From an optimization exercise on the open Yosys and OpenROAD flow, aimed at small area, a short achievable clock period and few clock cycles; shortcuts taken in it are not production practice.
Function was checked by simulation only, so behaviour that the tests miss may differ from the original.
No activity file was given, so power comes from the tool's default toggle rates.

==> tundra: inputs <==
## fib
module fib (
        ap_clk,
        ap_rst,
        ap_start,
        ap_done,
        ap_idle,
        ap_ready,
        n,
        ap_return
);
input   ap_clk;
input   ap_rst;
input   ap_start;
output   ap_done;
output   ap_idle;
output   ap_ready;
input  [31:0] n;
output  [63:0] ap_return;
reg busy;         
reg done_r;       
reg idle_r;       
reg init;         
reg [5:0] ph;     
reg cy;           
reg bw;           
reg nz;           
reg [63:0] a;     
reg [63:0] b;     
reg [31:0] r;     
wire in_tab = (n[31:7] == 25'd0);
wire [63:0] rom;
fib_rom u_rom (
    .x0(n[6]), .x1(n[5]), .x2(n[4]), .x3(n[3]), .x4(n[2]), .x5(n[1]), .x6(n[0]),
    .z00(rom[0]),
    .z01(rom[1]),
    .z02(rom[2]),
    .z03(rom[3]),
    .z04(rom[4]),
    .z05(rom[5]),
    .z06(rom[6]),
    .z07(rom[7]),
    .z08(rom[8]),
    .z09(rom[9]),
    .z10(rom[10]),
    .z11(rom[11]),
    .z12(rom[12]),
    .z13(rom[13]),
    .z14(rom[14]),
    .z15(rom[15]),
    .z16(rom[16]),
    .z17(rom[17]),
    .z18(rom[18]),
    .z19(rom[19]),
    .z20(rom[20]),
    .z21(rom[21]),
    .z22(rom[22]),
    .z23(rom[23]),
    .z24(rom[24]),
    .z25(rom[25]),
    .z26(rom[26]),
    .z27(rom[27]),
    .z28(rom[28]),
    .z29(rom[29]),
    .z30(rom[30]),
    .z31(rom[31]),
    .z32(rom[32]),
    .z33(rom[33]),
    .z34(rom[34]),
    .z35(rom[35]),
    .z36(rom[36]),
    .z37(rom[37]),
    .z38(rom[38]),
    .z39(rom[39]),
    .z40(rom[40]),
    .z41(rom[41]),
    .z42(rom[42]),
    .z43(rom[43]),
    .z44(rom[44]),
    .z45(rom[45]),
    .z46(rom[46]),
    .z47(rom[47]),
    .z48(rom[48]),
    .z49(rom[49]),
    .z50(rom[50]),
    .z51(rom[51]),
    .z52(rom[52]),
    .z53(rom[53]),
    .z54(rom[54]),
    .z55(rom[55]),
    .z56(rom[56]),
    .z57(rom[57]),
  ...
export LEC_CHECK = 0
export ABC_AREA = 1
export CAP_MARGIN = 20
export CELL_PAD_IN_SITES_DETAIL_PLACEMENT = 1
export CELL_PAD_IN_SITES_GLOBAL_PLACEMENT = 2
export CORE_MARGIN = 2
export CORE_UTILIZATION = 30
export CTS_BUF_LIST = sky130_fd_sc_hd__clkbuf_8
export CTS_CLUSTER_SIZE = 20
export PLACE_DENSITY = 0.35
export SETUP_SLACK_MARGIN = 1.95
export SLEW_MARGIN = 20
create_clock -name core_clock -period 4.5 [get_ports {ap_clk}]
standard.sh (not shown) runs the stock make flow with config.mk's settings and CLKGATE_MAP_FILE= SYNTH_SCRIPT=/design/flow/synth_recipe.tcl, a recipe that flattens the netlist after the stock synthesis.
==> flow/flow/run.sh <==
#!/bin/bash
# The standard layout, with plain buffers (rather than delay cells) on the ports, sizing free to
# change a cell's footprint, and no half/full-adder extraction in synthesis (the only adder is a
# 6-bit counter; extraction mostly turns XOR pairs of the table logic into half-adder cells).
set -euo pipefail
bash standard.sh \
  ADDER_MAP_FILE= \
  "BUFFER_PORTS_ARGS=-buffer_cell sky130_fd_sc_hd__buf_2" \
  MATCH_CELL_FOOTPRINT=0 \
  finish > standard_flow.log 2>&1
==> inputs of pepper, as changes to tundra <==
Settings changed: SETUP_SLACK_MARGIN 1.95 to 2.1.
==> inputs of indigo, as changes to tundra <==
==> flow/flow/run.sh (replaced) <==
#!/bin/bash
# The standard layout, with plain buffers (rather than delay cells) on the ports, and sizing free
# to change a cell's footprint so those buffers and the logic can be resized for timing.
set -euo pipefail
bash standard.sh \
  "BUFFER_PORTS_ARGS=-buffer_cell sky130_fd_sc_hd__buf_2" \
  MATCH_CELL_FOOTPRINT=0 \
  finish > standard_flow.log 2>&1
Settings changed: CTS_CLUSTER_SIZE 20 to 15, SETUP_SLACK_MARGIN 1.95 to 2.5.
==> inputs of raven, as changes to tundra <==
==> flow/flow/run.sh (replaced) <==
#!/bin/bash
# The standard layout, with plain buffers (rather than delay cells) on the ports, and sizing free
# to change a cell's footprint so those buffers and the logic can be resized for timing.
set -euo pipefail
bash standard.sh \
  "BUFFER_PORTS_ARGS=-buffer_cell sky130_fd_sc_hd__buf_2" \
  MATCH_CELL_FOOTPRINT=0 \
  finish > standard_flow.log 2>&1
Settings changed: CORE_UTILIZATION 30 to 40, CTS_BUF_LIST sky130_fd_sc_hd__clkbuf_8 to not set, CTS_CLUSTER_SIZE 20 to not set, PLACE_DENSITY 0.35 to 0.45, SETUP_SLACK_MARGIN 1.95 to 2.3.
==> metrics.md <==
| Metric | Value |
|---|---|
| Status | `aborted with a tool error` |
| Failing step | `global routing (5_1_grt)` |
| Error | `[ERROR GRT-0232] Routing congestion too high. Check the congestion heatmap in the GUI.` |
| Post-synthesis xor/xnor area fraction | `0%` |
| Yosys cell types | `45` |
| Clock root buffer | `clkbuf_16` |
| Initial Util | `40.78%` |
| M1 GR Usage | `67.90%` |
| Top area cells in the synthesized netlist | `dfxtp_1 36%, nand2_1 17%, nand3_1 8.2%, o21ai_0 6.1%, nor2_1 5.3%` |
| Rows | `56` |
That was raven.
==> metrics.md <==
| Metric | Value |
|---|---|
| Clock root buffer | `clkbuf_8` |
| Yosys cell types | `43` |
| Initial Util | `30.34%` |
| Buf/Inv on CP | `5` |
| Switching power | `1.738 mW` |
| CTS clk-pin slew, worst paths | `0.11 ns` |
| Post-synthesis xor/xnor area fraction | `0.1897%` |
| Non-clk bufs | `222` |
| Top area cells in the synthesized netlist | `dfxtp_1 37%, nand2_1 19%, nand3_1 8.8%, o21ai_0 6.2%, nor2_1 5.5%` |
| M1 GR Usage | `51.54%` |
| Status | `finished clean` |
That was tundra.
==> metrics.md <==
| Metric | Value |
|---|---|
| M1 GR Usage | `54.82%` |
| Initial Util | `30.41%` |
| Clock root buffer | `clkbuf_8` |
| Yosys cell types | `45` |
| Rows | `65` |
| Top area cells in the synthesized netlist | `dfxtp_1 36%, nand2_1 17%, nand3_1 8.2%, o21ai_0 6.1%, nor2_1 5.3%` |
| Status | `finished clean` |
That was indigo.
==> metrics.md <==
| Metric | Value |
|---|---|
| Yosys warnings | `1` |
| Initial Util | `30.34%` |
| M1 GR Usage | `52.45%` |
| Crit path DAT | `2.93 ns` |
| Delay-heaviest family, CP | `buffers and inverters` |
| Rows | `64` |
| Top area cells in the synthesized netlist | `dfxtp_1 37%, nand2_1 19%, nand3_1 8.8%, o21ai_0 6.2%, nor2_1 5.5%` |
| Post-synthesis xor/xnor area fraction | `0.1897%` |
| Post-Synth Simple-Gate Area | `37.46%` |
| Slew HR | `45.73%` |
| Multi-input gates | `1103` |
| Clock root buffer | `clkbuf_8` |
| FF+latch count, synth | `173` |
| Yosys cell types | `43` |
| Status | `finished clean` |
That was pepper.
Testbench counts of tundra, summed over its fixed seeds: cycles 1,024.
Testbench counts of pepper, summed over its fixed seeds: cycles 1,024.
Testbench counts of indigo, summed over its fixed seeds: cycles 1,024.
Testbench counts of raven, summed over its fixed seeds: cycles 1,024.

---

==> run a: inputs <==
Starting RTL as in the previous note.
==> module fib, before the edit <==
module fib (
        ap_clk,
        ap_rst,
        ap_start,
        ap_done,
        ap_idle,
        ap_ready,
        n,
        ap_return
);
input   ap_clk;
input   ap_rst;
input   ap_start;
output   ap_done;
output   ap_idle;
output   ap_ready;
input  [31:0] n;
output  [63:0] ap_return;
reg busy;         
reg done_r;       
reg idle_r;       
reg init;         
reg [5:0] ph;     
reg cy;           
reg bw;           
reg nz;           
reg [63:0] a;     
reg [63:0] b;     
reg [31:0] r;     
wire in_tab = (n[31:7] == 25'd0);
wire [63:0] rom;
fib_rom u_rom (
    .x0(n[6]), .x1(n[5]), .x2(n[4]), .x3(n[3]), .x4(n[2]), .x5(n[1]), .x6(n[0]),
    .z00(rom[0]),
    .z01(rom[1]),
    .z02(rom[2]),
    .z03(rom[3]),
    .z04(rom[4]),
    .z05(rom[5]),
    .z06(rom[6]),
    .z07(rom[7]),
    .z08(rom[8]),
    .z09(rom[9]),
    .z10(rom[10]),
    .z11(rom[11]),
    .z12(rom[12]),
    .z13(rom[13]),
    .z14(rom[14]),
    .z15(rom[15]),
    .z16(rom[16]),
    .z17(rom[17]),
    .z18(rom[18]),
    .z19(rom[19]),
    .z20(rom[20]),
    .z21(rom[21]),
    .z22(rom[22]),
    .z23(rom[23]),
    .z24(rom[24]),
    .z25(rom[25]),
    .z26(rom[26]),
    .z27(rom[27]),
    .z28(rom[28]),
    .z29(rom[29]),
    .z30(rom[30]),
    .z31(rom[31]),
    .z32(rom[32]),
    .z33(rom[33]),
    .z34(rom[34]),
    .z35(rom[35]),
    .z36(rom[36]),
    .z37(rom[37]),
    .z38(rom[38]),
    .z39(rom[39]),
    .z40(rom[40]),
    .z41(rom[41]),
    .z42(rom[42]),
    .z43(rom[43]),
    .z44(rom[44]),
    .z45(rom[45]),
    .z46(rom[46]),
    .z47(rom[47]),
    .z48(rom[48]),
    .z49(rom[49]),
    .z50(rom[50]),
    .z51(rom[51]),
    .z52(rom[52]),
    .z53(rom[53]),
    .z54(rom[54]),
    .z55(rom[55]),
    .z56(rom[56]),
    .z57(rom[57]),
    .z58(rom[58]),
    .z59(rom[59]),
    .z60(rom[60]),
    .z61(rom[61]),
    .z62(rom[62]),
    .z63(rom[63])
);
wire ph0  = (ph == 6'd0);
wire ph63 = (ph == 6'd63);
wire a0 = a[0];
wire b0 = b[0];
wire cin = ph0 ? 1'b0 : cy;
wire s = a0 ^ b0 ^ cin;
wire a_in = init ? 1'b0 : b0;
wire b_in = init ? ph0 : s;
wire r0 = r[0];
wire bin = ph0 ? 1'b1 : bw;
wire dec = ph[5] ? r0 : (r0 ^ bin);
wire r_in = init ? r0 : dec;
wire nz_n = ph[5] ? nz : ((~ph0 & nz) | dec);
wire last = ph63 & (init ? n[31] : ~nz);
always @(posedge ap_clk) begin
    a <= busy ? {a_in, a[63:1]} : rom;
    b <= {b_in, b[63:1]};
    r <= busy ? {r_in, r[31:1]} : n;
    cy <= (a0 & b0) | (cin & (a0 ^ b0));
    bw <= ~r0 & bin;
    nz <= nz_n;
    ph <= busy ? ph + 6'd1 : 6'd0;
    init <= busy ? (init & ~ph63) : 1'b1;
end
always @(posedge ap_clk) begin
    if (ap_rst) begin
        busy <= 1'b0;
        idle_r <= 1'b1;
        done_r <= 1'b0;
    end else if (~busy) begin
        busy <= ap_start;
        idle_r <= ~ap_start;
        done_r <= ap_start & in_tab;
    end else if (done_r) begin
        busy <= 1'b0;
        idle_r <= 1'b1;
        done_r <= 1'b0;
    end else begin
        done_r <= last;
    end
end
assign ap_done = done_r;
assign ap_ready = done_r;
assign ap_idle = ~ap_start & idle_r;
assign ap_return = a;
endmodule
==> flow/config.mk <==
export PLATFORM = sky130hd
export DESIGN_NAME = fib
export DESIGN_NICKNAME = fib
export VERILOG_FILES = /design/flow/design.v
export SDC_FILE = /design/flow/constraint.sdc
export NUM_CORES = 4
export LEC_CHECK = 0
export ABC_AREA = 1
export CAP_MARGIN = 20
export CELL_PAD_IN_SITES_DETAIL_PLACEMENT = 1
export CELL_PAD_IN_SITES_GLOBAL_PLACEMENT = 2
export CORE_MARGIN = 2
export CORE_UTILIZATION = 30
export CTS_BUF_LIST = sky130_fd_sc_hd__clkbuf_8
export CTS_CLUSTER_SIZE = 20
export PLACE_DENSITY = 0.35
export SETUP_SLACK_MARGIN = 2.3
export SLEW_MARGIN = 20
==> flow/constraint.sdc <==
create_clock -name core_clock -period 4.5 [get_ports {ap_clk}]
set_input_delay 0.9000 -clock core_clock [delete_from_list [all_inputs] [get_ports {ap_clk}]]
set_output_delay 0.9000 -clock core_clock [all_outputs]
set_load 0.01 [all_outputs]
==> flow/flow/run.sh <==
#!/bin/bash
# The standard layout, with plain buffers (rather than delay cells) on the ports, sizing free to
# change a cell's footprint, and no half/full-adder extraction in synthesis (the only adder is a
# 6-bit counter; extraction mostly turns XOR pairs of the table logic into half-adder cells).
set -euo pipefail
bash standard.sh \
  ADDER_MAP_FILE= \
  "BUFFER_PORTS_ARGS=-buffer_cell sky130_fd_sc_hd__buf_2" \
  MATCH_CELL_FOOTPRINT=0 \
  finish > standard_flow.log 2>&1
==> run b: changes against run a <==
--- a/flow/design.v
+++ b/flow/design.v
@@ -20,3 +20,2 @@
 reg done_r;       
-reg idle_r;       
 reg init;         
@@ -109,3 +108,3 @@
 wire dec = ph[5] ? r0 : (r0 ^ bin);
-wire r_in = init ? r0 : dec;
+wire r_in = init ? n[ph[4:0]] : dec;
 wire nz_n = ph[5] ? nz : ((~ph0 & nz) | dec);
@@ -115,3 +114,3 @@
     b <= {b_in, b[63:1]};
-    r <= busy ? {r_in, r[31:1]} : n;
+    r <= {r_in, r[31:1]};
     cy <= (a0 & b0) | (cin & (a0 ^ b0));
@@ -125,3 +124,2 @@
         busy <= 1'b0;
-        idle_r <= 1'b1;
         done_r <= 1'b0;
@@ -129,3 +127,2 @@
         busy <= ap_start;
-        idle_r <= ~ap_start;
         done_r <= ap_start & in_tab;
@@ -133,3 +130,2 @@
         busy <= 1'b0;
-        idle_r <= 1'b1;
         done_r <= 1'b0;
@@ -141,3 +137,3 @@
 assign ap_ready = done_r;
-assign ap_idle = ~ap_start & idle_r;
+assign ap_idle = ~ap_start & ~busy;
 assign ap_return = a;
==> flow/run.sh (new file) <==
#!/bin/bash
# synth_recipe.tcl (not shown) runs the flow's synth.tcl, then flattens the netlist and writes it again
# the make line also repeats each setting of config.mk as NAME=value (left out here)
make -C /OpenROAD-flow-scripts/flow DESIGN_CONFIG=/design/flow/config.mk WORK_HOME=/design/flow/orfs CLKGATE_MAP_FILE= SYNTH_SCRIPT=/design/flow/synth_recipe.tcl finish
- ABC_AREA: 1 -> not set
- CTS_BUF_LIST: sky130_fd_sc_hd__clkbuf_8 -> not set
- CTS_CLUSTER_SIZE: 20 -> not set
- SETUP_SLACK_MARGIN: 2.3 -> 2.2
removed: flow/flow/run.sh
removed: flow/standard.sh
==> run c: changes against run a <==
--- a/flow/design.v
+++ b/flow/design.v
@@ -20,3 +20,2 @@
 reg done_r;       
-reg idle_r;       
 reg init;         
@@ -109,3 +108,3 @@
 wire dec = ph[5] ? r0 : (r0 ^ bin);
-wire r_in = init ? r0 : dec;
+wire r_in = init ? n[ph[4:0]] : dec;
 wire nz_n = ph[5] ? nz : ((~ph0 & nz) | dec);
@@ -115,3 +114,3 @@
     b <= {b_in, b[63:1]};
-    r <= busy ? {r_in, r[31:1]} : n;
+    r <= {r_in, r[31:1]};
     cy <= (a0 & b0) | (cin & (a0 ^ b0));
@@ -125,3 +124,2 @@
         busy <= 1'b0;
-        idle_r <= 1'b1;
         done_r <= 1'b0;
@@ -129,3 +127,2 @@
         busy <= ap_start;
-        idle_r <= ~ap_start;
         done_r <= ap_start & in_tab;
@@ -133,3 +130,2 @@
         busy <= 1'b0;
-        idle_r <= 1'b1;
         done_r <= 1'b0;
@@ -141,3 +137,3 @@
 assign ap_ready = done_r;
-assign ap_idle = ~ap_start & idle_r;
+assign ap_idle = ~ap_start & ~busy;
 assign ap_return = a;
==> flow/flow/run.sh (replaced) <==
#!/bin/bash
# The standard layout, with plain buffers (rather than delay cells) on the ports, and sizing free
# to change a cell's footprint so those buffers and the logic can be resized for timing.
set -euo pipefail
bash standard.sh \
  "BUFFER_PORTS_ARGS=-buffer_cell sky130_fd_sc_hd__buf_2" \
  MATCH_CELL_FOOTPRINT=0 \
  finish > standard_flow.log 2>&1
- CELL_PAD_IN_SITES_DETAIL_PLACEMENT: 1 -> not set
- CELL_PAD_IN_SITES_GLOBAL_PLACEMENT: 2 -> not set
- CTS_BUF_LIST: sky130_fd_sc_hd__clkbuf_8 -> not set
- CTS_CLUSTER_SIZE: 20 -> not set
- SETUP_SLACK_MARGIN: 2.3 -> not set
- SYNTH_MEMORY_MAX_BITS: not set -> 16384
==> notes.md <==
Post-Synth Adder-Cell Area: 0
Status: no timing/DRC/antenna violations
All-Layer GR Usage: 0.418
Area growth from synthesis to layout: 39.7%
Sequential cell area: 0.00348 mm^2
Proportion of synthesized chip area in sequential cells: 0.376
WL per Instance: 33.3 um
Internal power: 0.00265 W
Hold wc startpoint: b[58]
That was run a.
==> notes.md <==
WL per Instance: 40.3 um
Internal power: 0.00324 W
Overall power: 0.00529 W
Well tap count: 448
Area growth from synthesis to layout: 53.7%
Proportion of synthesized chip area in sequential cells: 0.336
Status: no timing/DRC/antenna violations
All-Layer GR Usage: 0.427
Sequential cell area: 0.00348 mm^2
Kind of capture point of the worst setup path: flip-flop
That was run b.
==> notes.md <==
Post-Synth Adder-Cell Area: 0.0338
WL per Instance: 33.4 um
Area growth from synthesis to layout: 20.4%
Sequential cell area: 0.00345 mm^2
All-Layer GR Usage: 0.402
Hold wc startpoint: r[2]
Fraction of area in multi-input gates: 0.458
Internal power: 0.00281 W
Proportion of synthesized chip area in sequential cells: 0.365
Status: no timing/DRC/antenna violations
Simple logic cell fraction of the synthesized area: 0.334
That was run c.
Testbench counts of run a, summed over its fixed seeds: cycles 1,024.
Testbench counts of run b, summed over its fixed seeds: cycles 1,024.
Testbench counts of run c, summed over its fixed seeds: cycles 1,024.

[re-timing with driven ports]
The flow's constraints put no driver on any port. The routed layouts listed below were extracted and timed again, unchanged, in two steps.
Step 1 (the two cells are an assumption about what drives the block):
set clk [get_ports {ap_clk}]
set_driving_cell -lib_cell sky130_fd_sc_hd__clkbuf_16 $clk
set_driving_cell -lib_cell sky130_fd_sc_hd__buf_2 [delete_from_list [all_inputs] $clk]
Step 2 times the ports against the registers' clock, not the clock port: input delays grow and output delays shrink by t, the midpoint of the rising clock arrivals with the driver on.
Slacks: ideal ports / drivers / drivers and shift; pairs: ideal ports / drivers.
run	t (ns)	slack for setup (ns)	clock arrival spread, ns	worst register clock-pin slew, ns
tundra	0.574	1.735 / 1.755 / 1.181	0.032 / 0.032	0.13 / 0.13
pepper	0.567	1.983 / 1.994 / 1.427	0.033 / 0.032	0.12 / 0.12
indigo	0.571	2.069 / 2.064 / 1.493	0.020 / 0.020	0.11 / 0.11
run a	0.567	2.152 / 2.140 / 1.573	0.025 / 0.024	0.12 / 0.12
run b	0.546	1.998 / 1.986 / 1.439	0.025 / 0.025	0.10 / 0.10
run c	0.508	0.947 / 0.987 / 0.478	0.020 / 0.019	0.09 / 0.09
After both steps every run listed still meets setup and hold. The setup slack of run a, which loses most, moves by -0.012 ns with the drivers and by -0.579 ns with both steps.
